From an optimization exercise on the open Yosys and OpenROAD flow, aimed at small area and a short achievable clock period; shortcuts taken in it are not production practice.
In this exercise RTL edits were held to simulation tests only and were not proved equivalent to the original.

**flow/run.sh**
```bash
#!/bin/bash
# synth_recipe.tcl (not shown) runs the flow's synth.tcl, then flattens the netlist and writes it again
# the make line also repeats each setting of config.mk as NAME=value (left out here)
make -C /OpenROAD-flow-scripts/flow DESIGN_CONFIG=/design/flow/config.mk WORK_HOME=/design/flow/orfs CLKGATE_MAP_FILE= SYNTH_SCRIPT=/design/flow/synth_recipe.tcl finish
```
**flow/config.mk**
```make
export PLATFORM = sky130hd
export DESIGN_NAME = tpu
export DESIGN_NICKNAME = tpu
export VERILOG_FILES = /design/flow/design.v
export SDC_FILE = /design/flow/constraint.sdc
export NUM_CORES = 4
export LEC_CHECK = 0
export ABC_AREA = 1
export CAP_MARGIN = 20
export CORE_MARGIN = 2
export CORE_UTILIZATION = 60
export CTS_BUF_LIST = sky130_fd_sc_hd__clkbuf_4 sky130_fd_sc_hd__clkbuf_8
export PLACE_DENSITY = 0.7
export SLEW_MARGIN = 20
export SYNTH_HIERARCHICAL = 1
export SYNTH_MINIMUM_KEEP_SIZE = 0
```
**flow/constraint.sdc**
```tcl
create_clock -name core_clock -period 6.0 [get_ports {clk}]
set_input_delay 1.2000 -clock core_clock [delete_from_list [all_inputs] [get_ports {clk}]]
set_output_delay 1.2000 -clock core_clock [all_outputs]
set_load 0.01 [all_outputs]
```
**flow/design.v**
```verilog
module mul8x11(neg, one, two, b, p);
    input [3:0] neg, one, two;
    input [10:0] b;
    output [18:0] p;
    wire [11:0] bx = {b[10], b};
    wire [11:0] b2 = {b, 1'b0};
    wire pp1;
    assign pp1 = (((one[0] & bx[0]) | (two[0] & b2[0])) ^ neg[0]);
    wire pp2;
    assign pp2 = (((one[0] & bx[1]) | (two[0] & b2[1])) ^ neg[0]);
    wire pp3;
    assign pp3 = (((one[0] & bx[2]) | (two[0] & b2[2])) ^ neg[0]);
    wire pp4;
    assign pp4 = (((one[0] & bx[3]) | (two[0] & b2[3])) ^ neg[0]);
    wire pp5;
    assign pp5 = (((one[0] & bx[4]) | (two[0] & b2[4])) ^ neg[0]);
    wire pp6;
    assign pp6 = (((one[0] & bx[5]) | (two[0] & b2[5])) ^ neg[0]);
    wire pp7;
    assign pp7 = (((one[0] & bx[6]) | (two[0] & b2[6])) ^ neg[0]);
    wire pp8;
    assign pp8 = (((one[0] & bx[7]) | (two[0] & b2[7])) ^ neg[0]);
    wire pp9;
    assign pp9 = (((one[0] & bx[8]) | (two[0] & b2[8])) ^ neg[0]);
    wire pp10;
    assign pp10 = (((one[0] & bx[9]) | (two[0] & b2[9])) ^ neg[0]);
    wire pp11;
    assign pp11 = (((one[0] & bx[10]) | (two[0] & b2[10])) ^ neg[0]);
    wire pp12;
    assign pp12 = ~(((one[0] & bx[11]) | (two[0] & b2[11])) ^ neg[0]);
    wire pp13;
    assign pp13 = (((one[1] & bx[0]) | (two[1] & b2[0])) ^ neg[1]);
    wire pp14;
    assign pp14 = (((one[1] & bx[1]) | (two[1] & b2[1])) ^ neg[1]);
    wire pp15;
    assign pp15 = (((one[1] & bx[2]) | (two[1] & b2[2])) ^ neg[1]);
    wire pp16;
    assign pp16 = (((one[1] & bx[3]) | (two[1] & b2[3])) ^ neg[1]);
    wire pp17;
    assign pp17 = (((one[1] & bx[4]) | (two[1] & b2[4])) ^ neg[1]);
    wire pp18;
    assign pp18 = (((one[1] & bx[5]) | (two[1] & b2[5])) ^ neg[1]);
    wire pp19;
    assign pp19 = (((one[1] & bx[6]) | (two[1] & b2[6])) ^ neg[1]);
    wire pp20;
    assign pp20 = (((one[1] & bx[7]) | (two[1] & b2[7])) ^ neg[1]);
    wire pp21;
    assign pp21 = (((one[1] & bx[8]) | (two[1] & b2[8])) ^ neg[1]);
    wire pp22;
    assign pp22 = (((one[1] & bx[9]) | (two[1] & b2[9])) ^ neg[1]);
    wire pp23;
    assign pp23 = (((one[1] & bx[10]) | (two[1] & b2[10])) ^ neg[1]);
    wire pp24;
    assign pp24 = ~(((one[1] & bx[11]) | (two[1] & b2[11])) ^ neg[1]);
    wire pp25;
    assign pp25 = (((one[2] & bx[0]) | (two[2] & b2[0])) ^ neg[2]);
    wire pp26;
    assign pp26 = (((one[2] & bx[1]) | (two[2] & b2[1])) ^ neg[2]);
    wire pp27;
    assign pp27 = (((one[2] & bx[2]) | (two[2] & b2[2])) ^ neg[2]);
    wire pp28;
    assign pp28 = (((one[2] & bx[3]) | (two[2] & b2[3])) ^ neg[2]);
    wire pp29;
    assign pp29 = (((one[2] & bx[4]) | (two[2] & b2[4])) ^ neg[2]);
    wire pp30;
    assign pp30 = (((one[2] & bx[5]) | (two[2] & b2[5])) ^ neg[2]);
    wire pp31;
    assign pp31 = (((one[2] & bx[6]) | (two[2] & b2[6])) ^ neg[2]);
    wire pp32;
    assign pp32 = (((one[2] & bx[7]) | (two[2] & b2[7])) ^ neg[2]);
    wire pp33;
    assign pp33 = (((one[2] & bx[8]) | (two[2] & b2[8])) ^ neg[2]);
    wire pp34;
    assign pp34 = (((one[2] & bx[9]) | (two[2] & b2[9])) ^ neg[2]);
    wire pp35;
    assign pp35 = (((one[2] & bx[10]) | (two[2] & b2[10])) ^ neg[2]);
    wire pp36;
    assign pp36 = ~(((one[2] & bx[11]) | (two[2] & b2[11])) ^ neg[2]);
    wire pp37;
    assign pp37 = (((one[3] & bx[0]) | (two[3] & b2[0])) ^ neg[3]);
    wire pp38;
    assign pp38 = (((one[3] & bx[1]) | (two[3] & b2[1])) ^ neg[3]);
    wire pp39;
    assign pp39 = (((one[3] & bx[2]) | (two[3] & b2[2])) ^ neg[3]);
    wire pp40;
    assign pp40 = (((one[3] & bx[3]) | (two[3] & b2[3])) ^ neg[3]);
    wire pp41;
    assign pp41 = (((one[3] & bx[4]) | (two[3] & b2[4])) ^ neg[3]);
    wire pp42;
    assign pp42 = (((one[3] & bx[5]) | (two[3] & b2[5])) ^ neg[3]);
    wire pp43;
    assign pp43 = (((one[3] & bx[6]) | (two[3] & b2[6])) ^ neg[3]);
    wire pp44;
    assign pp44 = (((one[3] & bx[7]) | (two[3] & b2[7])) ^ neg[3]);
    wire pp45;
    assign pp45 = (((one[3] & bx[8]) | (two[3] & b2[8])) ^ neg[3]);
    wire pp46;
    assign pp46 = (((one[3] & bx[9]) | (two[3] & b2[9])) ^ neg[3]);
    wire pp47;
    assign pp47 = (((one[3] & bx[10]) | (two[3] & b2[10])) ^ neg[3]);
    wire pp48;
    assign pp48 = ~(((one[3] & bx[11]) | (two[3] & b2[11])) ^ neg[3]);
    wire s49;
    assign s49 = ~pp12;
    wire s50;
    assign s50 = ~pp12;
    wire s51;
    assign s51 = ~pp35;
    wire s52;
    assign s52 = ~pp47;
    wire s53;
    wire c54;
    HA us53(neg[3], pp17, s53, c54);
    wire s55;
    wire c56;
    HA us55(pp18, pp28, s55, c56);
    wire s57;
    wire c58;
    HA us57(pp19, pp29, s57, c58);
    wire s59;
    wire c60;
    HA us59(pp10, pp20, s59, c60);
    wire s61;
    wire c62;
    HA us61(pp11, pp21, s61, c62);
    wire s63;
    wire c64;
    HA us63(pp22, pp32, s63, c64);
    wire s65;
    wire c66;
    HA us65(pp23, pp33, s65, c66);
    wire s67;
    wire c68;
    HA us67(pp12, pp24, s67, c68);
    wire s69;
    wire c70;
    HA us69(neg[2], pp15, s69, c70);
    wire s71;
    wire c72;
    HA us71(pp16, pp26, s71, c72);
    wire s73;
    wire c74;
    FA us73(pp27, pp37, pp7, s73, c74);
    wire s75;
    wire c76;
    FA us75(pp38, pp8, c54, s75, c76);
    wire s77;
    wire c78;
    FA us77(pp39, pp9, c56, s77, c78);
    wire s79;
    wire c80;
    FA us79(pp30, pp40, c58, s79, c80);
    wire s81;
    wire c82;
    FA us81(pp31, pp41, c60, s81, c82);
    wire s83;
    wire c84;
    FA us83(pp42, s49, c62, s83, c84);
    wire s85;
    wire c86;
    FA us85(pp43, s50, c64, s85, c86);
    wire s87;
    wire c88;
    FA us87(pp34, pp44, c66, s87, c88);
    wire s89;
    wire c90;
    HA us89(pp45, s51, s89, c90);
    wire s91;
    wire c92;
    HA us91(pp35, pp36, s91, c92);
    wire s93;
    wire c94;
    HA us93(neg[1], pp13, s93, c94);
    wire s95;
    wire c96;
    HA us95(pp14, pp4, s95, c96);
    wire s97;
    wire c98;
    FA us97(pp25, pp5, s69, s97, c98);
    wire s99;
    wire c100;
    FA us99(pp6, c70, s71, s99, c100);
    wire s101;
    wire c102;
    FA us101(c72, s53, s73, s101, c102);
    wire s103;
    wire c104;
    FA us103(s55, c74, s75, s103, c104);
    wire s105;
    wire c106;
    FA us105(s57, c76, s77, s105, c106);
    wire s107;
    wire c108;
    FA us107(s59, c78, s79, s107, c108);
    wire s109;
    wire c110;
    FA us109(s61, c80, s81, s109, c110);
    wire s111;
    wire c112;
    FA us111(s63, c82, s83, s111, c112);
    wire s113;
    wire c114;
    FA us113(s65, c84, s85, s113, c114);
    wire s115;
    wire c116;
    FA us115(s67, c86, s87, s115, c116);
    wire s117;
    wire c118;
    FA us117(c68, s89, c88, s117, c118);
    wire s119;
    wire c120;
    FA us119(pp46, c90, s91, s119, c120);
    wire s121;
    wire c122;
    HA us121(s52, c92, s121, c122);
    wire s123;
    wire c124;
    HA us123(pp47, pp48, s123, c124);
    wire [18:0] ra = {1'b1, s123, s121, s119, s117, s115, s113, s111, s109, s107, s105, s103, s101, s99, s97, s95, pp3, pp2, neg[0]};
    wire [18:0] rb = {c124, c122, c120, c118, c116, c114, c112, c110, c108, c106, c104, c102, c100, c98, c96, c94, s93, 1'b0, pp1};
    assign p = ra + rb;
endmodule
module FA(a, b, c, s, co);
    input a, b, c;
    output s, co;
    assign s = a ^ b ^ c;
    assign co = (a & b) | (a & c) | (b & c);
endmodule
module HA(a, b, s, co);
    input a, b;
    output s, co;
    assign s = a ^ b;
    assign co = a & b;
endmodule
`timescale 1ns/1ns
module tpu(
    o, d, w, clk, rst
);
    parameter arraySize = 8;
    output wire [24*arraySize-1:0] o;
    input  wire [8*arraySize-1:0] d;
    input  wire [8*arraySize-1:0] w;
    input   clk, rst;
    reg [2:0] age;
    always @(posedge clk, posedge rst)
        if (rst) age <= 3'd0;
        else if (age != 3'd7) age <= age + 3'd1;
    wire wvalid = (age == 3'd7);
    reg signed [10:0] p [1:8];
    integer k;
    always @(posedge clk, posedge rst)
        if (rst) begin
            for (k = 1; k <= 8; k = k + 1) p[k] <= 11'sd0;
        end else begin
            p[1] <= {{3{d[7]}}, d[7:0]};
            for (k = 2; k <= 8; k = k + 1)
                p[k] <= p[k-1] + {{3{d[8*k-1]}}, d[8*k-1 -: 8]};
        end
    reg signed [10:0] x [2:8];
    always @(posedge clk) begin
        x[2] <= p[8];
        for (k = 3; k <= 8; k = k + 1) x[k] <= x[k-1];
    end
    genvar i;
    generate
        for (i = 1; i <= arraySize; i = i + 1) begin : COL
            reg [7:0] wd [1:7];
            integer s;
            always @(posedge clk) begin
                wd[1] <= w[8*i-1 -: 8];
                for (s = 2; s <= 7; s = s + 1) wd[s] <= wd[s-1];
            end
            wire [7:0] wm = wvalid ? wd[7] : 8'd0;
            wire [8:0] we = {wm, 1'b0};
            reg [3:0] neg, one, two;
            integer q;
            always @(posedge clk, posedge rst)
                if (rst) begin
                    neg <= 4'd0; one <= 4'd0; two <= 4'd0;
                end else begin
                    for (q = 0; q < 4; q = q + 1) begin
                        neg[q] <= we[2*q+2];
                        one[q] <= we[2*q+1] ^ we[2*q];
                        two[q] <= (we[2*q+2] & ~we[2*q+1] & ~we[2*q]) |
                                  (~we[2*q+2] & we[2*q+1] & we[2*q]);
                    end
                end
            wire signed [10:0] xi;
            if (i == 1) begin : X1
                assign xi = p[8];
            end else begin : XN
                assign xi = x[i];
            end
            wire [18:0] prod;
            mul8x11 MUL(neg, one, two, xi, prod);
            reg [18:0] oreg;
            always @(posedge clk, posedge rst)
                if (rst) oreg <= 19'd0;
                else oreg <= prod;
            assign o[24*i-1 -: 24] = {{5{oreg[18]}}, oreg};
        end
    endgenerate
endmodule
```
==> results of run 1 <==
[placed cells by master (no fill, tap or decap), types with 8 or more instances in the layout]
| master | instances |
|---|---|
| nand2_1 | 829 |
| dfxtp_1 | 525 |
| inv_1 | 459 |
| xor2_1 | 451 |
| ha_1 | 340 |
| dfrtp_1 | 334 |
| clkdlybuf4s50_1 | 321 |
| o22ai_1 | 312 |
| nand3_1 | 240 |
| nor2_1 | 222 |
| clkbuf_8 | 171 |
| fa_1 | 167 |
| a21oi_1 | 148 |
| nand2_2 | 68 |
| o21ai_0 | 65 |
| clkinv_1 | 48 |
| clkbuf_4 | 42 |
| xnor2_1 | 39 |
| inv_2 | 39 |
| nand4_1 | 37 |
| nor3_1 | 24 |
| nand3b_1 | 24 |
| nand3_2 | 21 |
| o31ai_2 | 19 |
| o21bai_1 | 18 |
| o21a_1 | 17 |
| o21ai_1 | 16 |
| clkinv_2 | 16 |
| a21o_1 | 8 |
| nor2_2 | 8 |
[kinds of logic (layout without fill, tap and decap cells)]
group,Yosys count,in the layout
DFF,859,859
adders and majority gates,508,508
xor gates and xnor gates,490,490
muxes,2,2
other,0,1
and+or+nand+nor,1475,1475
AOI/OAI and AO/OA,610,610
buffers and inverters,629,1128
[modules after synthesis, one instance, submodules excluded]
module / times used / flops+latches / cells inside / area, um2
FA: 160 / 0 / 1 / 20.02
tpu: 1 / 859 / 1781 / 23980
mul8x11: 8 / 0 / 313 / 1841
HA: 128 / 0 / 1 / 12.51
[layer usage]
layer,up-vias,global-route usage [%],part of all wire [%]
met5,-,0,0.012
met4,2,9.175,2.7
met2,908,42.25,48
met3,188,4.228,5.3
met1,14800,34.04,44
li1,15780,-,-
[sequential cells by signal, summed over array words and instances, names as in the netlist]
signal,count
x,77
age,3
COL.one,32
p,83
COL.two,32
COL.wd,448
COL.oreg,152
COL.neg,32
[stage by stage]
stage | instance area, um2 | hold WS, ps
global placement | 47420 | 310.0
detailed placement | 47420 | 312.1
finish | 50550 | 305.2
floorplan | 43510 | 309.6
CTS | 50550 | 307.9
global route | 50550 | 318.6
[critical path, cell delays in order (launching register included)]
cell and delay (ps):
dfrtp_1 810, inv_1 250, xor2_1 280, inv_1 120, fa_1 530, fa_1 410, ha_1 360, nand2_1 160
inv_1 50, a21oi_1 230, nor2_1 70, nor2_1 130, nand2_1 70, nand2_1 50, nand2_1 40
[layout make-up]
cell class | count | area (um2)
diodes | 1 | 2.502
clock buffers | 213 | 2669
clock inverters | 42 | 461.7
fillers | 5665 | 21060
inverters | 547 | 2057
multi-input cells | 3085 | 22030
flip-flops and latches | 859 | 18870
well taps | 950 | 1189
repair buffers | 326 | 3276
[path summary, 6_finish.rpt]
check                                  endpoint  slack, ps  cells after the start
worst min-delay path            COL[4].wd[7][0]        310                      0
max in group asynchronous         COL[7].one[0]       4010                      3
min in group asynchronous         COL[8].neg[3]        740                      2
worst max-delay path            COL[5].oreg[18]       2310                     14
worst max register to register  COL[5].oreg[18]       2310                     14
worst min register to register  COL[4].wd[7][0]        310                      0
==> flow_summary.toml, run 1 <==
[global_routing]
grt_first_pass_wirelength_mm = 154.4
grt_usage_pct = 25.57
gr-total-overflow = 0
grt_pass1_vias = 30960
antenna_found_initial = 3
grt_max_degree = 150

[placed_design]
dp_hpwl_mm = 72.99
gp_congestion = 0.9745
dp.cells = 5767
place_ws_ps = 2375
numPortBuffers = 321

[sta]
final_max_slew_viol_count = 0
setup_viol = 0
rsz0062_at_grt = "false"
slew-limit-headroom_pct = 29.84
fmax_mhz = 271.2
post-route-period-util_pct = 61.46
clock_skew_ps = 37.65
hold_viol_final = 0
fin_tns_setup_ps = 0
tightest_slew_ps = 1052
fin_ws_ps = 2312
min_period_ps = 3688

[clocking]
cts-htree-levels = 4
cts_hold_repair.buffers = 0
ctsResizeCount = 0
cts_tree = "done"
clk_latency_ps = 810
cts_inserted_buffers = 137
postCtsSetupBuffers = 0
max-clock-path-buffers = 3
clock_sinks = 859
path_clk_slew_ps = 70
clockRootBuffer = "clkbuf_8"

[outcome]
outcome = "no timing/DRC/antenna violations"

[routing]
route.detailed.drc = 0
vias = 31680
dr.first_iter.drc_count = 2073
viasPerCell = 5.261
routed_wirelength_mm = 95.15
drtPass1Iterations = 6
post_drt_wl_per_cell_um = 15.80
drtAntennaViolNets = 0

[synth]
syn_area_per_cell_um2 = 9.514
ys_seq_area_share_pct = 43.37
synth_top_family_by_area = "adder cells"
synth_top_area_cell = "dfxtp_1"
synth_xor_area_share_pct = 9.865
syn-cell-area_um2 = 43510
synth-seq-cells = 859
synth_mux_area_share_pct = 0.05177
synth_edf_count = 0
synth_common_cells = "nand2_1, dfxtp_1, inv_1, xor2_1, ha_1"
yosysTopAreaCellShare_pct = 24.16
synth.area.top_cells = "dfxtp_1, dfrtp_1, ha_1"
syn-num-nets = 5211
synth_compound_area_share_pct = 8.536
synth_fa_ha_area_share_pct = 17.49
synth.most_common_cell = "nand2_1"
ys_warn_count = 17
synthSimpleGateAreaFrac_pct = 14.66
synthDistinctLibCells = 37
yosys_most_used_dff = "dfxtp_1"
synthArstFlopShare_pct = 38.88
netlist_instances = 4573

[critical_path]
cp.arrival_ps = 4380
worstReg2RegStart = "COL[5].neg[0]"
crit_start = "COL[5].neg[0]"
path_class = "register to register"
worstPathRequired_ps = 6690
crit_path_end_kind = "register"
cp-start-kind = "register"
path_max_fanout = 14

[cells_and_area]
nets = 5594
instances_no_fill = 6023
final_util_pct = 70.59
drive_above_1_share_pct = 8.320
area_delta_synth_final_pct = 16.19

[die]
die_w_um = 273.3
initial_utilization_pct = 60.75
rows = 98
fp.dieH_um = 273.3
dieArea_um2 = 74680
coreArea_um2 = 71610
num_io_pins = 322

[job]
drv_cap = 0

[hold_path]
hold_class = "register to register"
hold_start = "COL[4].wd[6][0]"
==> inputs of run 2 (changes only) <==
--- a/flow/config.mk
+++ b/flow/config.mk
@@ -10,6 +10,8 @@
 export CORE_MARGIN = 2
 export CORE_UTILIZATION = 60
 export CTS_BUF_LIST = sky130_fd_sc_hd__clkbuf_4 sky130_fd_sc_hd__clkbuf_8
+export CTS_CLUSTER_DIAMETER = 60
+export CTS_CLUSTER_SIZE = 20
 export PLACE_DENSITY = 0.7
 export SLEW_MARGIN = 20
 export SYNTH_HIERARCHICAL = 1
==> run 2 against run 1 <==
Effect of this change:
- non-clock buffer count is the same
- register-to-register slack barely moved
- maximum frequency up 0.19%
- via count down 1.8%
- wire length down 2.1%
- still clean
- critical path type unchanged
- die area did not move
- critical path depth unchanged
- worst setup slack better by 6.9 ps
- highest routed layer unchanged
- synthesized area did not move
==> flow_summary.toml, run 2 <==
[critical_path]
path_cells = "inv_1 > xor2_1 > inv_1 > fa_1 > fa_1 > ha_1 > nand2_1 > inv_1 > nand2_1 > nand3_1 > a21oi_1 > nand2_1 > nand2_1 > nand2_1"
reg2reg_slack_ps = 2320
cp_slowest_stage_delay_ps = 810
crit_path_end_kind = "register"
path_class = "register to register"
path_max_fanout = 14
worstPathRequired_ps = 6570
r2r_cells = 14
reg2reg_to = "COL[5].oreg[13]"
cp-start-kind = "register"
cp_common_cell = "nand2_1"
worstReg2RegStart = "COL[5].neg[0]"
cp.arrival_ps = 4250
cpMaxStageDelayCell = "dfrtp_1"

[sta]
fmax_mhz = 271.7
fin_tns_setup_ps = 0
slew-limit-headroom_pct = 29.32
post-route-period-util_pct = 61.34
hold_viol_final = 0
worst_hold_slack_ps = 312.8
clock_skew_ps = 35.34
min_period_ps = 3681
rsz0062_at_grt = "false"
final_max_slew_viol_count = 0
setup_viol = 0
tightest_slew_ps = 1060
fin_ws_ps = 2319

[synth]
synth.area.top_cells = "dfxtp_1, dfrtp_1, ha_1"
synthDistinctLibCells = 37
ys_seq_area_share_pct = 43.37
yosysTopAreaCellShare_pct = 24.16
synthArstFlopShare_pct = 38.88
syn_area_per_cell_um2 = 9.514
synth_edf_count = 0
syn-num-nets = 5211
netlist_instances = 4573
yosys_most_used_dff = "dfxtp_1"
synth-seq-cells = 859
ys_warn_count = 17
synth_common_cells = "nand2_1, dfxtp_1, inv_1, xor2_1, ha_1"
synth.most_common_cell = "nand2_1"
synth_top_area_cell = "dfxtp_1"
syn-cell-area_um2 = 43510

[hold_path]
hold_class = "register to register"
hold_depth = 0
hold_start = "COL[2].wd[4][1]"
holdPathEnd = "COL[2].wd[5][1]"

[die]
die_w_um = 273.3
num_io_pins = 322
rows = 98
initial_utilization_pct = 60.75
fp.dieH_um = 273.3
dieArea_um2 = 74680
coreArea_um2 = 71610

[clocking]
cts_inserted_buffers = 67
path_clk_slew_ps = 120
cts_hold_repair.buffers = 0
postCtsSetupBuffers = 0
cts-htree-levels = 3
clockRootBuffer = "clkbuf_8"
clk_latency_ps = 690
ctsResizeCount = 0
clock_sinks = 859
max-clock-path-buffers = 3
cts_tree = "done"

[outcome]
outcome = "no timing/DRC/antenna violations"

[placed_design]
numPortBuffers = 321
place_ws_ps = 2375
placed_area_um2 = 47420
dp_hpwl_mm = 72.99
dp.cells = 5767
gp_congestion = 0.9745

[routing]
dr.first_iter.drc_count = 2119
route.detailed.drc = 0
drtAntennaViolNets = 0
routed_wirelength_mm = 93.11
drtPass1Iterations = 6
vias = 31100
post_drt_wl_per_cell_um = 15.81
viasPerCell = 5.279

[global_routing]
grt_pass1_vias = 30050
gr-total-overflow = 0
antenna_found_initial = 3
grt_usage_pct = 24.84
grt_first_pass_wirelength_mm = 150.8
grt_max_degree = 150

[cells_and_area]
instances_no_fill = 5891
design_area_um2 = 48950
top_regs = "COL.wd: 448 flops, COL.oreg: 152 flops, p: 83 flops"
nets = 5524
area_delta_synth_final_pct = 12.51
final_common_cell = "nand2_1"
top_register = "COL.wd"
largest_reg_flops = 448
final_cell_mix = "nand2_1, dfxtp_1, inv_1"
drive_above_1_share_pct = 5.832

[job]
drv_cap = 0
[run 2: cell counts after synthesis]
Identical to the previous run, type by type.
[run 2: critical path, delay by kind of cell (launching register included)]
family / cells / cell delay [ps]
XOR/XNOR: 1 / 280
AND/OR/NAND/NOR: 6 / 500
buffers and inverters: 3 / 430
adder cells (fa/ha/maj): 3 / 1300
AO/OA/AOI/OAI: 1 / 210
flip-flops: 1 / 810
[run 2: logic make-up (layout without fill, tap and decap cells)]
family | Yosys count | in the layout | share of synthesized area [%]
AOI/OAI and AO/OA | 610 | 610 | 8.536
and+or+nand+nor | 1475 | 1475 | 14.66
muxes | 2 | 2 | 0.05176
adders and majority gates | 508 | 508 | 17.49
xor gates and xnor gates | 490 | 490 | 9.865
buffers and inverters | 629 | 994 | 6.031
DFF | 859 | 859 | 43.37
other | 0 | 3 | 0
[run 2: cell type report]
type	instances	area [um2]
diodes	3	7.507
clock buffers	87	1104
clock inverters	34	421.7
fillers	5832	22660
inverters	547	2057
multi-input cells	3085	22030
flip-flops and latches	859	18870
well taps	950	1189
repair buffers	326	3276
[run 2: worst max path at each step]
| stage | startpoint | endpoint | slack (ps) | depth (start not counted) |
|---|---|---|---|---|
| floorplan | rst | COL[1].neg[0] | 340 | 1 |
| global placement | COL[6].neg[0] | COL[6].oreg[18] | 2460 | 13 |
| detailed placement | COL[5].neg[0] | COL[5].oreg[18] | 2370 | 14 |
| CTS | COL[6].neg[0] | COL[6].oreg[18] | 2320 | 14 |
| global route | COL[5].neg[0] | COL[5].oreg[18] | 2050 | 14 |
| finish | COL[5].neg[0] | COL[5].oreg[13] | 2320 | 14 |
[run 2: layer usage]
| metal | routed length (um) | track usage, % | vias up |
|---|---|---|---|
| met3 | 4511 | 3.026 | 162 |
| met4 | 2439 | 7.722 | 2 |
| met2 | 44220 | 41.48 | 811 |
| met5 | 11 | 0 | - |
| met1 | 41930 | 33.87 | 14540 |
| li1 | - | - | 15580 |
[run 2: per-stage QoR]
step | utilization (%)
floorplan | -
CTS | 68.34
global placement | 66.21
detailed placement | 66.21
finish | 68.36
global route | 68.35
[run 2: per-module statistics from Yosys (local to each module, per instance)]
module	flops+latches	cells inside
mul8x11	0	313
tpu	859	1781
HA	0	1
FA	0	1
==> inputs of run 3 (changes only) <==
==> flow/config.mk (replaced) <==
export PLATFORM = sky130hd
export DESIGN_NAME = tpu
export DESIGN_NICKNAME = tpu
export VERILOG_FILES = /design/flow/design.v
export SDC_FILE = /design/flow/constraint.sdc
export NUM_CORES = 4
export LEC_CHECK = 0
export ABC_AREA = 1
export CAP_MARGIN = 20
export CORE_MARGIN = 2
export CORE_UTILIZATION = 40
export PLACE_DENSITY = 0.55
export SETUP_SLACK_MARGIN = 3.3
export SLEW_MARGIN = 20
export SYNTH_HIERARCHICAL = 1
export SYNTH_MINIMUM_KEEP_SIZE = 0
==> run 3 against run 2 <==
Effect of this change:
- synthesized cell count stayed put
- flip-flop and latch count is the same
- still clean on timing, DRC and antenna
- clock skew rose by 3.8 ps
- sequential share of layout area fell by 5.8 points
- clock-buffer cell count is 46 higher
- highest routed layer unchanged
==> flow_summary.toml, run 3 <==
[sta]
fmax_mhz = 298.3
setup_viol = 0
fin_tns_setup_ps = 0
tightest_slew_ps = 774.7
rsz0062_at_grt = "true"
min_period_ps = 3353
hold_viol_final = 0
final_max_slew_viol_count = 0
clock_skew_ps = 39.15
post-route-period-util_pct = 55.88
slew-limit-headroom_pct = 48.36

[clocking]
cts_tree = "done"
clock_sinks = 859
max-clock-path-buffers = 3
cts-htree-levels = 3
clockRootBuffer = "clkbuf_16"
cts_inserted_buffers = 92
path_clk_slew_ps = 60
clk_latency_ps = 690

[global_routing]
grt_first_pass_wirelength_mm = 175.2
gr-total-overflow = 0
grt_max_degree = 118
grt_usage_pct = 19.58
grt_pass1_vias = 32880
gr-usage-met1_pct = 24.98
grt-busiest-layer = "met2"
grt.met3_usage_pct = 4.013
globalRouteMet2Util_pct = 33.01
antenna_found_initial = 6

[hold_path]
hold_start = "COL[1].wd[6][5]"
holdPathEnd = "COL[1].wd[7][5]"
hold_depth = 0
hold_class = "register to register"

[routing]
drtAntennaViolNets = 0
drtPass1Iterations = 5
routed_wirelength_mm = 112.0
post_drt_wl_per_cell_um = 16.83
dr.first_iter.drc_count = 1595
route.detailed.drc = 0
vias = 32700
viasPerCell = 4.914

[synth]
synth.most_common_cell = "nand2_1"
syn_area_per_cell_um2 = 9.514
synth_top_area_cell = "dfxtp_1"
synth_common_cells = "nand2_1, dfxtp_1, inv_1, xor2_1, ha_1"
synthArstFlopShare_pct = 38.88
ys_seq_area_share_pct = 43.37
yosysTopAreaCellShare_pct = 24.16
synth.area.top_cells = "dfxtp_1, dfrtp_1, ha_1"
netlist_instances = 4573
synth-seq-cells = 859
syn-num-nets = 5211
yosys_most_used_dff = "dfxtp_1"
synthDistinctLibCells = 37
syn-cell-area_um2 = 43510
ys_warn_count = 17
synth_edf_count = 0

[cells_and_area]
top_regs = "COL.wd: 448 flops, COL.oreg: 152 flops, p: 83 flops"
final_common_cell = "nand2_1"
drive_above_1_share_pct = 28.13
nets = 5809
top_register = "COL.wd"
area_delta_synth_final_pct = 33.71
final_util_pct = 54.11
largest_reg_flops = 448
instances_no_fill = 6654
final_cell_mix = "nand2_1, dfxtp_1, xor2_1"

[critical_path]
cp-start-kind = "register"
worstReg2RegStart = "COL[2].one[1]"
path_class = "register to register"
crit_path_end_kind = "register"
r2r_cells = 16
path_max_fanout = 8
cp.arrival_ps = 3940
reg2reg_slack_ps = 2650
worstPathRequired_ps = 6580
reg2reg_to = "COL[2].oreg[17]"

[die]
dieArea_um2 = 111400
fp.dieH_um = 333.8
initial_utilization_pct = 40.47
die_w_um = 333.8
rows = 120
coreArea_um2 = 107500
num_io_pins = 322

[placed_design]
dp.cells = 6220
dp_hpwl_mm = 82.81
gp_congestion = 0.9041
numPortBuffers = 321

[outcome]
outcome = "no timing/DRC/antenna violations"

[job]
drv_cap = 0
-- run 3: cell counts after synthesis --
Identical to the previous run, type by type.
-- run 3: worst max-delay path by stage --
stage / from / endpoint / slack, ps / cells past startpoint
after global routing: COL[2].one[1] / COL[2].oreg[17] / 2460 / 16
after global placement: COL[6].neg[0] / COL[6].oreg[17] / 2420 / 14
after detailed placement: COL[4].neg[0] / COL[4].oreg[16] / 2420 / 12
after floorplan: rst / COL[1].neg[0] / 340 / 1
after CTS: COL[1].one[1] / COL[1].oreg[18] / 2760 / 16
final: COL[2].one[1] / COL[2].oreg[17] / 2650 / 16
-- run 3: modules after synthesis, one instance, submodules excluded --
module,flip-flops and latches,copies in the design,cells
FA,0,160,1
mul8x11,0,8,313
HA,0,128,1
tpu,859,1,1781
-- run 3: layout make-up --
| cell class | instances | area, um2 |
|---|---|---|
| Fill cell | 9653 | 49330 |
| Multi-Input combinational cell | 3085 | 26420 |
| Sequential cell | 859 | 19030 |
| Timing Repair Buffer | 581 | 5254 |
| Clock buffer | 133 | 2789 |
| Inverter | 547 | 2360 |
| Tap cell | 1403 | 1755 |
| Clock inverter | 40 | 526.8 |
| Timing Repair inverter | 5 | 36.28 |
| Antenna cell | 1 | 2.502 |
-- run 3: logic make-up after synthesis --
group                      count (synthesis)  synth area share (%)
muxes                                      2               0.05176
AOI/OAI and AO/OA                        610                 8.536
DFF                                      859                 43.37
xor gates and xnor gates                 490                 9.865
buffers and inverters                    629                 6.031
adders and majority gates                508                 17.49
and+or+nand+nor                         1475                 14.66
-- run 3: what timing repair did --
action,CTS,global route
endpoints found under the setup margin,304,135
endpoints found under the hold margin,0,0
hold buffers,0,0
pin swaps,293,285
gates cloned,3,2
setup buffers,169,86
gates resized for setup,786,412
-- run 3: layer usage --
metal  vias to the layer above  routed length, um
met5                         -                 37
met4                         6               3849
met3                       193               5628
met2                       729              54130
met1                     15610              48340
li1                      16160                  -
-- run 3: stage by stage --
stage | worst slack (ps) | hold slack (ps) | area, um2
6_report | 2647 | 303.1 | 58170
5_1_grt | 2460 | 315.6 | 58170
4_1_cts | 2756 | 306.9 | 55870
3_5_place_dp | 2424 | 312.1 | 49420
3_3_place_gp | 2416 | 309.8 | 49420
2_1_floorplan | 337.4 | 309.6 | 45000
-- run 3: worst max-delay path, cell delays in order (launching register included) --
cell and delay, ps:
dfrtp_2 420, clkinv_4 110, buf_6 130, o22ai_2 150
xor2_1 280, ha_2 250, fa_1 420, fa_1 540
ha_4 240, a21oi_4 190, nand2_2 70, nor2_1 100
nand2_1 70, nand3b_1 110, nand2_1 60, nand2_1 50
nand2_1 50
==> inputs of run 4 (changes only) <==
--- a/flow/config.mk
+++ b/flow/config.mk
@@ -10,7 +10,7 @@
 export CORE_MARGIN = 2
 export CORE_UTILIZATION = 40
 export PLACE_DENSITY = 0.55
-export SETUP_SLACK_MARGIN = 3.3
+export SETUP_SLACK_MARGIN = 2.8
 export SLEW_MARGIN = 20
 export SYNTH_HIERARCHICAL = 1
 export SYNTH_MINIMUM_KEEP_SIZE = 0
==> run 4 against run 3 <==
Effect of this change:
- still clean
- register-to-register slack better by 50 ps
- die area unchanged
- via count decreased by 0.58%
- clock skew shrank 14 ps
- wire length decreased by 4.2%
- worst setup slack better by 48 ps
- maximum frequency rose by 1.4%
- hold slack better by 13 ps
- largest cell class unchanged
- highest routed layer unchanged
==> flow_summary.toml, run 4 <==
[critical_path]
cp.arrival_ps = 3870
path_cells = "clkinvlp_4 > o22ai_2 > xor2_1 > ha_2 > fa_1 > fa_2 > ha_4 > a21o_1 > nor2_1 > nand3_2 > nand2_2 > nand2_1 > nand2_1 > nand2_1"
cpMaxStageDelayCell = "fa_2"
worstReg2RegStart = "x[4][6]"
r2r_cells = 14
cp_common_cell = "nand2_1"
reg2reg_slack_ps = 2690
endpoint = "COL[4].oreg[14]"
cp-start-kind = "register"
worstPathRequired_ps = 6560
crit_start = "x[4][6]"
cp_slowest_stage_delay_ps = 580
crit_path_end_kind = "register"
path_class = "register to register"
reg2reg_to = "COL[4].oreg[14]"
path_max_fanout = 8

[clocking]
path_clk_slew_ps = 60
clk_latency_ps = 680
cts-htree-levels = 3
clock_sinks = 859
cts_tree = "done"
clockRootBuffer = "clkbuf_16"
max-clock-path-buffers = 3
cts_hold_repair.buffers = 0
cts_inserted_buffers = 93

[synth]
synthDistinctLibCells = 37
synthArstFlopShare_pct = 38.88
yosysTopAreaCellShare_pct = 24.16
netlist_instances = 4573
synth.most_common_cell = "nand2_1"
ys_warn_count = 17
synth_common_cells = "nand2_1, dfxtp_1, inv_1, xor2_1, ha_1"
synth-seq-cells = 859
yosys_most_used_dff = "dfxtp_1"
synth.area.top_cells = "dfxtp_1, dfrtp_1, ha_1"
syn-cell-area_um2 = 43510
synth_edf_count = 0
synth_top_area_cell = "dfxtp_1"
ys_seq_area_share_pct = 43.37
syn_area_per_cell_um2 = 9.514
syn-num-nets = 5211

[routing]
dr.first_iter.drc_count = 1619
post_drt_wl_per_cell_um = 16.33
drtPass1Iterations = 5
routed_wirelength_mm = 107.3
route.detailed.drc = 0
viasPerCell = 4.949
drtAntennaViolNets = 0
vias = 32510

[sta]
hold_viol_final = 0
clock_skew_ps = 24.68
rsz0062_at_grt = "true"
final_max_slew_viol_count = 0
setup_viol = 0
tightest_slew_ps = 792.5
fin_tns_setup_ps = 0
min_period_ps = 3305
fmax_mhz = 302.6
post-route-period-util_pct = 55.09
slew-limit-headroom_pct = 47.17
worst_hold_slack_ps = 316.5

[die]
die_w_um = 333.8
fp.dieH_um = 333.8
initial_utilization_pct = 40.47
dieArea_um2 = 111400
coreArea_um2 = 107500
num_io_pins = 322
rows = 120

[global_routing]
grt_max_degree = 131
gr-total-overflow = 0
grt_pass1_vias = 31660
grt_first_pass_wirelength_mm = 167.6
grt_usage_pct = 18.64
antenna_found_initial = 7

[placed_design]
gp_congestion = 0.9009
numPortBuffers = 321
dp_hpwl_mm = 80.09
dp.cells = 6219
placed_area_um2 = 47990

[cells_and_area]
design_area_um2 = 56180
nets = 5722
fill_cells = 9692
top_register = "COL.wd"
drive_above_1_share_pct = 23.53
final_cell_mix = "nand2_1, dfxtp_1, xor2_1"
final_common_cell = "nand2_1"
largest_reg_flops = 448
area_delta_synth_final_pct = 29.14
instances_no_fill = 6568
top_regs = "COL.wd: 448 flops, COL.oreg: 152 flops, p: 83 flops"

[job]
drv_cap = 0

[hold_path]
hold_class = "register to register"

[outcome]
outcome = "no timing/DRC/antenna violations"
[run 4: cell count changes in the layout (fill, tap and decap cells not counted), sizes merged]
cell           before  now
clkinv             68   62
clkdlybuf4s15       3    0
dlymetal6s2s        6    0
buf               262  172
bufinv              6    5
dlygate4sd2       169    0
inv               507  522
clkbuf            145  129
clkdlybuf4s50     129  321
clkinvlp           11    9
[run 4: layout make-up]
cell class                 count  area, um2  share of cell area, %
tap                         1403       1755                  3.125
antenna                        1      2.502               0.004454
sequential                   859      19010                  33.84
clock buffer                 129       2814                  5.009
multi-input combinational   3085      25210                  44.88
clock inverter                46      478.0                 0.8507
timing repair buffer         493       4579                  8.151
inverter                     547       2300                  4.093
timing repair inverter         5      28.78                0.05122
[run 4: how the worst min path moves through the flow]
stage | start | end | cells after the start | slack, ps
floorplan | COL[1].wd[1][0] | COL[1].wd[2][0] | 0 | 310
detailed placement | COL[7].wd[3][0] | COL[7].wd[4][0] | 0 | 310
global placement | COL[3].wd[4][4] | COL[3].wd[5][4] | 0 | 310
finish | COL[2].wd[3][3] | COL[2].wd[4][3] | 0 | 320
CTS | COL[2].wd[3][3] | COL[2].wd[4][3] | 0 | 320
global route | COL[4].wd[6][1] | COL[4].wd[7][1] | 0 | 320
[run 4: kinds of logic (layout without fill, tap and decap cells)]
| logic type | after synthesis | after routing | share of synthesized area, % |
|---|---|---|---|
| adder cells (fa/ha/maj) | 508 | 508 | 17.49 |
| multiplexers | 2 | 2 | 0.05176 |
| AND/OR/NAND/NOR | 1475 | 1475 | 14.66 |
| XOR/XNOR | 490 | 490 | 9.865 |
| buffers and inverters | 629 | 1220 | 6.031 |
| other | 0 | 1 | 0 |
| flip-flops | 859 | 859 | 43.37 |
| AO/OA/AOI/OAI | 610 | 610 | 8.536 |
[run 4: timing repair]
action | in CTS | in global routing
resized for setup | 372 | 556
pin swaps | 57 | 266
setup endpoints to repair | 95 | 90
buffers inserted | 69 | 99
cloned | 0 | 5
endpoints found under the hold margin | 0 | 0
[run 4: stage by stage]
| stage | utilization (%) | worst slack [ps] |
|---|---|---|
| 4_1_cts | 49.35 | 2752 |
| 2_1_floorplan | - | 337.4 |
| 5_1_grt | 52.26 | 2565 |
| 3_5_place_dp | 44.64 | 2331 |
| 3_3_place_gp | 44.64 | 2362 |
| 6_report | 52.26 | 2695 |
[run 4: modules after synthesis (local to each module, per instance)]
module | flip-flops and latches | area [um2] | times used | cells inside
tpu | 859 | 23980 | 1 | 1781
FA | 0 | 20.02 | 160 | 1
mul8x11 | 0 | 1841 | 8 | 313
HA | 0 | 12.51 | 128 | 1
[run 4: metal layers]
| metal | track usage, % | vias to the layer above | wire length [um] |
|---|---|---|---|
| met5 | 0 | - | 39 |
| met3 | 3.531 | 192 | 5446 |
| met4 | 5.875 | 6 | 3123 |
| met1 | 24.13 | 15490 | 47100 |
| met2 | 31.44 | 818 | 51570 |
| li1 | - | 16000 | - |
[run 4: critical path, delay by kind of cell, from the launching register on]
family                   cells  cell delay, ps
adder cells (fa/ha/maj)      4            1470
AND/OR/NAND/NOR              6             550
AO/OA/AOI/OAI                2             430
flip-flops                   1             380
buffers and inverters        1             200
XOR/XNOR                     1             180
==> inputs of run 5 (changes only) <==
--- a/flow/config.mk
+++ b/flow/config.mk
@@ -10,7 +10,6 @@
 export CORE_MARGIN = 2
 export CORE_UTILIZATION = 40
 export PLACE_DENSITY = 0.55
-export SETUP_SLACK_MARGIN = 2.8
 export SLEW_MARGIN = 20
 export SYNTH_HIERARCHICAL = 1
 export SYNTH_MINIMUM_KEEP_SIZE = 0
==> run 5 against run 4 <==
Effect of this change:
- still clean on timing, DRC and antenna
- worst setup slack got worse by 360 ps
- register-to-register slack got worse by 360 ps
- die area stayed put
- utilization fell by 4.6 points
- first-iteration DRC count increased by 5.6%
- sequential share of layout area grew 3.0 points
- via count shrank 3.5%
==> flow_summary.toml, run 5 <==
[clocking]
path_clk_slew_ps = 60
cts_tree = "done"
cts-htree-levels = 3
max-clock-path-buffers = 3
ctsResizeCount = 0
cts_inserted_buffers = 93
clock_sinks = 859
postCtsSetupBuffers = 0
cts_hold_repair.buffers = 0
clockRootBuffer = "clkbuf_16"
clk_latency_ps = 670

[critical_path]
cp-start-kind = "register"
path_max_fanout = 14
crit_start = "COL[6].neg[0]"
path_class = "register to register"
reg2reg_slack_ps = 2340
cp.arrival_ps = 4210
worstPathRequired_ps = 6550
worstReg2RegStart = "COL[6].neg[0]"
r2r_cells = 14
reg2reg_to = "COL[6].oreg[18]"
crit_path_end_kind = "register"

[global_routing]
grt_max_degree = 131
antenna_found_initial = 6
grt_pass1_vias = 31030
gr-total-overflow = 0
grt_first_pass_wirelength_mm = 164.5
grt_usage_pct = 18.31

[sta]
fin_tns_setup_ps = 0
slew-limit-headroom_pct = 44.87
min_period_ps = 3662
tightest_slew_ps = 827.0
setup_viol = 0
final_max_slew_viol_count = 0
rsz0062_at_grt = "false"
fmax_mhz = 273.1
clock_skew_ps = 21.66
hold_viol_final = 0
post-route-period-util_pct = 61.03

[synth]
ys_seq_area_share_pct = 43.37
syn_area_per_cell_um2 = 9.514
synth.most_common_cell = "nand2_1"
syn-cell-area_um2 = 43510
ys_warn_count = 17
synthDistinctLibCells = 37
synthArstFlopShare_pct = 38.88
synth_edf_count = 0
synth_common_cells = "nand2_1, dfxtp_1, inv_1, xor2_1, ha_1"
yosys_most_used_dff = "dfxtp_1"
synth_top_area_cell = "dfxtp_1"
synth-seq-cells = 859
netlist_instances = 4573
synth.area.top_cells = "dfxtp_1, dfrtp_1, ha_1"
yosysTopAreaCellShare_pct = 24.16
syn-num-nets = 5211

[routing]
drtPass1Iterations = 5
vias = 31380
viasPerCell = 4.907
routed_wirelength_mm = 102.2
route.detailed.drc = 0
post_drt_wl_per_cell_um = 15.97
dr.first_iter.drc_count = 1709
drtAntennaViolNets = 0

[cells_and_area]
area_delta_synth_final_pct = 17.87
drive_above_1_share_pct = 6.612
largest_reg_flops = 448
top_regs = "COL.wd: 448 flops, COL.oreg: 152 flops, p: 83 flops"
final_common_cell = "nand2_1"
nets = 5549
instances_no_fill = 6395
final_cell_mix = "nand2_1, dfxtp_1, inv_1"
top_register = "COL.wd"

[outcome]
outcome = "no timing/DRC/antenna violations"

[placed_design]
dp.cells = 6219
numPortBuffers = 321
gp_congestion = 0.9009
dp_hpwl_mm = 80.09

[hold_path]
holdPathEnd = "COL[2].wd[4][3]"
hold_class = "register to register"
hold_start = "COL[2].wd[3][3]"
hold_depth = 0

[die]
initial_utilization_pct = 40.47
die_w_um = 333.8
coreArea_um2 = 107500
rows = 120
dieArea_um2 = 111400
fp.dieH_um = 333.8
num_io_pins = 322

[job]
drv_cap = 0
[run 5: cell types whose count changed in the layout (fill, tap and decap cells not counted), moves of 43 or more]
cell and delta:
buf_4 -159, ha_1 +111, nand2_1 +111, o22ai_1 +98
inv_1 +82, nand2_2 -76, o22ai_2 -76, ha_4 -66
inv_2 -64, a21oi_1 +56, clkinv_1 +48, ha_2 -45
a21oi_2 -44, dfrtp_1 +43
[run 5: logic make-up after synthesis]
group                      after synthesis  synth area share (%)
and+or+nand+nor                       1475                 14.66
muxes                                    2               0.05176
buffers and inverters                  629                 6.031
xor gates and xnor gates               490                 9.865
adders and majority gates              508                 17.49
DFF                                    859                 43.37
AOI/OAI and AO/OA                      610                 8.536
[run 5: per-stage QoR]
stage | cell area (um2) | setup slack [ps] | hold slack, ps | utilization, %
after floorplan | 43510 | 337.4 | 309.6 | -
after global placement | 47990 | 2362 | 309.6 | 44.64
after detailed placement | 47990 | 2331 | 312.1 | 44.64
after CTS | 51280 | 2319 | 316.9 | 47.70
after global routing | 51280 | 2045 | 315.8 | 47.70
final | 51280 | 2338 | 317.4 | 47.70
[run 5: worst max path at each step]
stage                           end  slack [ps]  depth (start not counted)
finish              COL[6].oreg[18]        2340                         14
global route        COL[6].oreg[18]        2050                         14
CTS                 COL[6].oreg[18]        2320                         14
detailed placement  COL[6].oreg[18]        2330                         14
global placement    COL[6].oreg[18]        2360                         14
floorplan             COL[1].neg[0]         340                          1
[run 5: layout make-up]
cell class	instances	area [um2]
clock buffers	129	2814
diodes	1	2.502
well taps	1403	1755
inverters	547	2057
flip-flops and latches	859	18870
repair buffers	325	3281
fillers	10170	56220
clock inverters	46	478.0
multi-input cells	3085	22030
[run 5: Yosys stat by module (local to each module, per instance)]
module,cell area [um2],flops+latches
tpu,23980,859
HA,12.51,0
mul8x11,1841,0
FA,20.02,0
[run 5: critical path: stages (launching register included)]
cell,delay (ps)
dfrtp_1,770
inv_1,250
xor2_1,270
inv_1,120
fa_1,420
fa_1,470
ha_1,370
inv_1,120
o21ai_0,130
a21oi_1,260
nor2_1,70
nor2_1,120
nand2_1,70
nand2_1,50
nand2_1,50
[run 5: routing by layer]
layer / vias to the layer above / track usage (%) / routed length (um)
met3: 175 / 3.746 / 5650
met1: 14760 / 23.81 / 45390
li1: 15670 / - / -
met4: 8 / 5.760 / 3113
met2: 776 / 30.55 / 47960
met5: - / 0 / 53
==> inputs of run 6 (changes only) <==
==> flow/flow/run.sh (new file) <==
#!/bin/bash
# The standard layout, with the port buffers made of the smallest buffer cell
# instead of the delay buffer buffer_ports picks by default.
set -euo pipefail
bash standard.sh BUFFER_PORTS_ARGS="-buffer_cell sky130_fd_sc_hd__buf_1" finish > standard_flow.log 2>&1
==> flow/standard.sh (new file) <==
#!/bin/bash
# synth_recipe.tcl (not shown) runs the flow's synth.tcl, then flattens the netlist and writes it again
# the make line also repeats each setting of config.mk as NAME=value (left out here)
make -C /OpenROAD-flow-scripts/flow DESIGN_CONFIG=/design/flow/config.mk WORK_HOME=/design/flow/orfs CLKGATE_MAP_FILE= SYNTH_SCRIPT=/design/flow/synth_recipe.tcl "${@:-finish}"
removed: flow/run.sh
==> run 6 against run 5 <==
Effect of this change:
- critical path type unchanged
- critical endpoint unchanged
- critical path depth did not move
- worst setup slack got worse by 48 ps
- final area fell by 4.3%
- hold slack got worse by 10 ps
- final cell count barely moved
==> flow_summary.toml, run 6 <==
[sta]
final_max_slew_viol_count = 0
min_period_ps = 3710
fin_tns_setup_ps = 0
setup_viol = 0
fmax_mhz = 269.5
slew-limit-headroom_pct = 41.42
hold_viol_final = 0
clock_skew_ps = 24.65
worst_hold_slack_ps = 307.4
tightest_slew_ps = 878.8
rsz0062_at_grt = "false"
post-route-period-util_pct = 61.84

[routing]
route.detailed.drc = 0
routed_wirelength_mm = 101.5
viasPerCell = 4.887
drtPass1Iterations = 5
drtAntennaViolNets = 0
dr.first_iter.drc_count = 1612
post_drt_wl_per_cell_um = 15.88
vias = 31240

[cells_and_area]
top_regs = "COL.wd: 448 flops, COL.oreg: 152 flops, p: 83 flops"
top_register = "COL.wd"
largest_reg_flops = 448
instances_no_fill = 6391
drive_above_1_share_pct = 6.336
final_common_cell = "nand2_1"
final_cell_mix = "nand2_1, dfxtp_1, inv_1"
area_delta_synth_final_pct = 12.82
fill_cells = 10510
design_area_um2 = 49080
nets = 5548

[synth]
ys_warn_count = 17
synth_top_area_cell = "dfxtp_1"
yosys_most_used_dff = "dfxtp_1"
syn-num-nets = 5211
synth_common_cells = "nand2_1, dfxtp_1, inv_1, xor2_1, ha_1"
synthDistinctLibCells = 37
netlist_instances = 4573
synth.area.top_cells = "dfxtp_1, dfrtp_1, ha_1"
syn-cell-area_um2 = 43510
synthArstFlopShare_pct = 38.88
synth-seq-cells = 859
synth_edf_count = 0
syn_area_per_cell_um2 = 9.514
synth.most_common_cell = "nand2_1"
yosysTopAreaCellShare_pct = 24.16
ys_seq_area_share_pct = 43.37

[global_routing]
grt_usage_pct = 18.10
antenna_found_initial = 6
grt_first_pass_wirelength_mm = 162.4
grt_pass1_vias = 31010
gr-total-overflow = 0
grt_max_degree = 138

[critical_path]
worstReg2RegStart = "COL[6].neg[0]"
crit_path_end_kind = "register"
path_max_fanout = 14
cp-start-kind = "register"
cp_common_cell = "nand2_1"
crit_start = "COL[6].neg[0]"
worstPathRequired_ps = 6550
path_class = "register to register"
cp.arrival_ps = 4260
cp_slowest_stage_delay_ps = 780
cpMaxStageDelayCell = "dfrtp_1"
path_cells = "inv_1 > xor2_1 > inv_1 > fa_1 > fa_1 > ha_1 > nand2_1 > inv_1 > a21oi_1 > nor2_1 > nor2_1 > nand2_1 > nand2_1 > nand2_1"

[placed_design]
dp_hpwl_mm = 79.30
placed_area_um2 = 45970
gp_congestion = 0.9266
dp.cells = 6220
numPortBuffers = 321

[clocking]
cts_inserted_buffers = 91
cts_hold_repair.buffers = 0
clk_latency_ps = 670
max-clock-path-buffers = 3
cts_tree = "done"
cts-htree-levels = 3
clock_sinks = 859
postCtsSetupBuffers = 0
clockRootBuffer = "clkbuf_16"
path_clk_slew_ps = 70
ctsResizeCount = 0

[die]
initial_utilization_pct = 40.47
rows = 120
fp.dieH_um = 333.8
num_io_pins = 322
coreArea_um2 = 107500
dieArea_um2 = 111400
die_w_um = 333.8

[job]
drv_cap = 0

[outcome]
outcome = "no timing/DRC/antenna violations"

[hold_path]
hold_start = "COL[4].wd[6][0]"
hold_class = "register to register"
==> run 6: cells by family (layout without fill, tap and decap cells) <==
group                      after synthesis  after routing  synth area share (%)
buffers and inverters                  629           1043                 6.031
other                                    0              1                     0
and+or+nand+nor                       1475           1475                 14.66
muxes                                    2              2               0.05176
adders and majority gates              508            508                 17.49
AOI/OAI and AO/OA                      610            610                 8.536
DFF                                    859            859                 43.37
xor gates and xnor gates               490            490                 9.865
==> run 6: worst max-delay path, delay by kind of cell, from the launching register on <==
| kind | cells | cell delay [ps] |
|---|---|---|
| adder cells (fa/ha/maj) | 3 | 1300 |
| flip-flops | 1 | 780 |
| AND/OR/NAND/NOR | 6 | 540 |
| buffers and inverters | 3 | 400 |
| AO/OA/AOI/OAI | 1 | 280 |
| XOR/XNOR | 1 | 270 |
==> run 6: final timing paths <==
kind	to	slack, ps	cells past startpoint
worst min register to register	COL[4].wd[7][0]	310	0
worst max-delay path	COL[6].oreg[18]	2290	14
worst max register to register	COL[6].oreg[18]	2290	14
max in group asynchronous	COL[4].oreg[11]	4080	3
min in group asynchronous	COL[8].two[1]	670	2
worst min-delay path	COL[4].wd[7][0]	310	0
==> run 6: routing by layer <==
| layer | vias to the layer above | GRT usage [%] | wire length (um) |
|---|---|---|---|
| li1 | 15660 | - | - |
| met1 | 14690 | 23.00 | 45070 |
| met2 | 688 | 30.89 | 48220 |
| met3 | 186 | 3.879 | 5422 |
| met4 | 10 | 5.319 | 2702 |
| met5 | - | 0 | 71 |
==> run 6: modules after synthesis (local to each module, per instance) <==
module | area [um2] | times used
FA | 20.02 | 160
mul8x11 | 1841 | 8
HA | 12.51 | 128
tpu | 23980 | 1
==> run 6: layout make-up <==
class                   count  area (um2)  area share, %
clock inverters            37       394.1         0.8030
well taps                1403        1755          3.576
flip-flops and latches    859       18870          38.44
diodes                      1       2.502       0.005098
repair buffers            326        1267          2.582
inverters                 547        2057          4.191
clock buffers             133        2713          5.527
multi-input cells        3085       22030          44.87
==> run 6: stage by stage <==
stage | setup slack [ps] | util (%)
finish | 2290 | 45.66
CTS | 2264 | 45.66
global placement | 2324 | 42.77
global route | 1964 | 45.66
floorplan | 337.4 | -
detailed placement | 2296 | 42.77
==> inputs of run 7 (changes only) <==
--- a/flow/config.mk
+++ b/flow/config.mk
@@ -8,8 +8,11 @@
 export ABC_AREA = 1
 export CAP_MARGIN = 20
 export CORE_MARGIN = 2
-export CORE_UTILIZATION = 40
-export PLACE_DENSITY = 0.55
+export CORE_UTILIZATION = 60
+export CTS_BUF_LIST = sky130_fd_sc_hd__clkbuf_4 sky130_fd_sc_hd__clkbuf_8
+export CTS_CLUSTER_DIAMETER = 60
+export CTS_CLUSTER_SIZE = 18
+export PLACE_DENSITY = 0.7
 export SLEW_MARGIN = 20
 export SYNTH_HIERARCHICAL = 1
 export SYNTH_MINIMUM_KEEP_SIZE = 0
==> run 7 against run 6 <==
Effect of this change:
- worst setup slack improved by 51 ps
- wire length fell by 8.2%
==> flow_summary.toml, run 7 <==
[sta]
rsz0062_at_grt = "false"
setup_viol = 0
fin_tns_setup_ps = 0
clock_skew_ps = 26.93
fin_ws_ps = 2340
min_period_ps = 3660
hold_viol_final = 0
tightest_slew_ps = 852.8
slew-limit-headroom_pct = 43.14
final_max_slew_viol_count = 0
fmax_mhz = 273.3
post-route-period-util_pct = 60.99

[clocking]
clockRootBuffer = "clkbuf_8"
cts_tree = "done"
ctsResizeCount = 0
cts_hold_repair.buffers = 0
cts-htree-levels = 3
path_clk_slew_ps = 110
max-clock-path-buffers = 3
clk_latency_ps = 690
cts_inserted_buffers = 67
clock_sinks = 859
postCtsSetupBuffers = 0

[outcome]
outcome = "no timing/DRC/antenna violations"

[cells_and_area]
multiInputGateArea_um2 = 22030
area_delta_synth_final_pct = 7.708
top_regs = "COL.wd: 448 flops, COL.oreg: 152 flops, p: 83 flops"
fill_cells = 6080
register_area_um2 = 18870
final_common_cell = "nand2_1"
drive_above_1_share_pct = 5.870
nets = 5524
top_register = "COL.wd"
largest_reg_flops = 448
final_cell_mix = "nand2_1, dfxtp_1, inv_1"

[global_routing]
antenna_found_initial = 4
gr-total-overflow = 0
grt_first_pass_wirelength_mm = 150.5
grt_usage_pct = 24.88
grt_pass1_vias = 29840
grt_max_degree = 138

[placed_design]
gp_congestion = 0.9710
numPortBuffers = 321
dp_hpwl_mm = 72.98
place_ws_ps = 2325

[critical_path]
cpMaxStageDelayCell = "dfrtp_1"
path_delay_family = "adder cells"
path_max_fanout = 14
crit_start = "COL[3].neg[0]"
crit_cells = 12
cp.arrival_ps = 4230
cp_common_cell = "nand2_1"
reg2reg_to = "COL[3].oreg[17]"
cp-start-kind = "register"
crit_path_end_kind = "register"
path_cells = "inv_1 > xor2_1 > inv_1 > fa_1 > fa_1 > ha_1 > nand2_1 > nor3_1 > nand2_1 > nand3b_1 > nand3_1 > nand2_1"
worstReg2RegStart = "COL[3].neg[0]"
r2r_cells = 12
reg2reg_slack_ps = 2340
endpoint = "COL[3].oreg[17]"
cp_slowest_stage_delay_ps = 710
path_buf_inv = 2
worstPathRequired_ps = 6570
path_class = "register to register"

[die]
coreArea_um2 = 71610
initial_utilization_pct = 60.75
num_io_pins = 322
die_w_um = 273.3
dieArea_um2 = 74680
fp.dieH_um = 273.3
rows = 98

[routing]
dr.first_iter.drc_count = 1932
post_drt_wl_per_cell_um = 15.81
drtPass1Iterations = 6
viasPerCell = 5.272
route.detailed.drc = 0
routed_wirelength_mm = 93.15
drtAntennaViolNets = 0
vias = 31060

[synth]
syn-num-nets = 5211
syn-cell-area_um2 = 43510
netlist_instances = 4573
synthDistinctLibCells = 37
synth_edf_count = 0
synth-seq-cells = 859
synthArstFlopShare_pct = 38.88
yosysTopAreaCellShare_pct = 24.16
synth.area.top_cells = "dfxtp_1, dfrtp_1, ha_1"
synth.most_common_cell = "nand2_1"
synth_top_area_cell = "dfxtp_1"
synth_common_cells = "nand2_1, dfxtp_1, inv_1, xor2_1, ha_1"
ys_seq_area_share_pct = 43.37
ys_warn_count = 17
yosys_most_used_dff = "dfxtp_1"
syn_area_per_cell_um2 = 9.514

[hold_path]
hold_class = "register to register"

[job]
drv_cap = 0
[run 7: cell types whose count changed in the layout (fill, tap and decap cells not counted), sizes merged]
cell,change
bufinv,-4
inv,+5
clkinv,-7
clkinvlp,-2
clkbuf,-39
[run 7: worst reg2reg max path: stages, from the launching register on]
cell,delay (ps)
dfrtp_1,710
inv_1,190
xor2_1,330
inv_1,150
fa_1,440
fa_1,460
ha_1,380
nand2_1,100
nor3_1,310
nand2_1,100
nand3b_1,230
nand3_1,100
nand2_1,50
[run 7: worst min path at each step]
stage / start / to / slack (ps) / depth (start not counted)
floorplan: COL[1].wd[1][0] / COL[1].wd[2][0] / 310 / 0
CTS: COL[5].wd[5][4] / COL[5].wd[6][4] / 320 / 0
global placement: COL[5].wd[1][6] / COL[5].wd[2][6] / 310 / 0
detailed placement: COL[5].wd[5][2] / COL[5].wd[6][2] / 310 / 0
global route: COL[5].wd[5][4] / COL[5].wd[6][4] / 330 / 0
finish: COL[5].wd[5][4] / COL[5].wd[6][4] / 320 / 0
[run 7: stage by stage]
stage / hold WS (ps) / utilization, % / cell area (um2) / cells
global placement: 310.3 / 63.41 / 45410 / 5767
global route: 329.0 / 65.44 / 46860 / 5891
finish: 321.1 / 65.44 / 46860 / 5891
floorplan: 309.6 / - / 43510 / 4573
detailed placement: 312.1 / 63.41 / 45410 / 5767
CTS: 324.8 / 65.43 / 46860 / 5890
[run 7: routing by layer]
layer / global-route usage (%) / up-vias / share of wire [%]
met5: 0 / - / 0.043
met4: 8.283 / 6 / 3.2
met3: 3.693 / 179 / 4.7
met2: 40.65 / 823 / 47
met1: 34.05 / 14490 / 45
li1: - / 15560 / -
[run 7: final cells by class]
type / instances / area share, %
clock buffer: 94 / 2.441
inverter: 547 / 4.390
tap: 950 / 2.537
sequential: 859 / 40.27
multi-input combinational: 3085 / 47.01
antenna: 1 / 0.005340
clock inverter: 29 / 0.6515
timing repair buffer: 326 / 2.705
[run 7: cell families (layout without fill, tap and decap cells)]
logic type | count (synthesis) | after routing | share of synthesized area, %
AO/OA/AOI/OAI | 610 | 610 | 8.536
XOR/XNOR | 490 | 490 | 9.865
adder cells (fa/ha/maj) | 508 | 508 | 17.49
buffers and inverters | 629 | 996 | 6.031
flip-flops | 859 | 859 | 43.37
multiplexers | 2 | 2 | 0.05176
other | 0 | 1 | 0
AND/OR/NAND/NOR | 1475 | 1475 | 14.66
[run 7: per-module statistics from Yosys (local to each module, per instance)]
module   cell area (um2)  times used  cells
tpu                23980           1   1781
HA                 12.51         128      1
FA                 20.02         160      1
mul8x11             1841           8    313

==> port drivers added, routing unchanged <==
The flow's constraints put no driver on any port. The routed layouts listed below were extracted and timed again, unchanged, in two steps. Step 1 sets driving cells, clkbuf_16 on the clock port and buf_2 on the other inputs (assumed; they add their load-dependent delay and slew). Step 2 also shifts input and output timing later by t, the mid clock arrival at the registers, as if the neighbouring blocks saw the same clock. Slacks: no drivers / after step 1 / after step 2; pairs: no drivers / after step 1.
| run | t, ns | setup WS [ns] | worst setup path at the end |
|---|---|---|---|
| run 1 | 0.849 | 2.312 / 2.312 / 2.312 | register to register |
| run 2 | 0.741 | 2.319 / 2.319 / 2.319 | register to register |
| run 3 | 0.746 | 2.647 / 2.647 / 2.647 | register to register |
| run 4 | 0.732 | 2.695 / 2.695 / 2.695 | register to register |
| run 5 | 0.729 | 2.338 / 2.338 / 2.338 | register to register |
| run 6 | 0.730 | 2.290 / 2.290 / 2.290 | register to register |
| run 7 | 0.746 | 2.340 / 2.340 / 2.340 | register to register |
After both steps setup and hold are still met in every run listed.
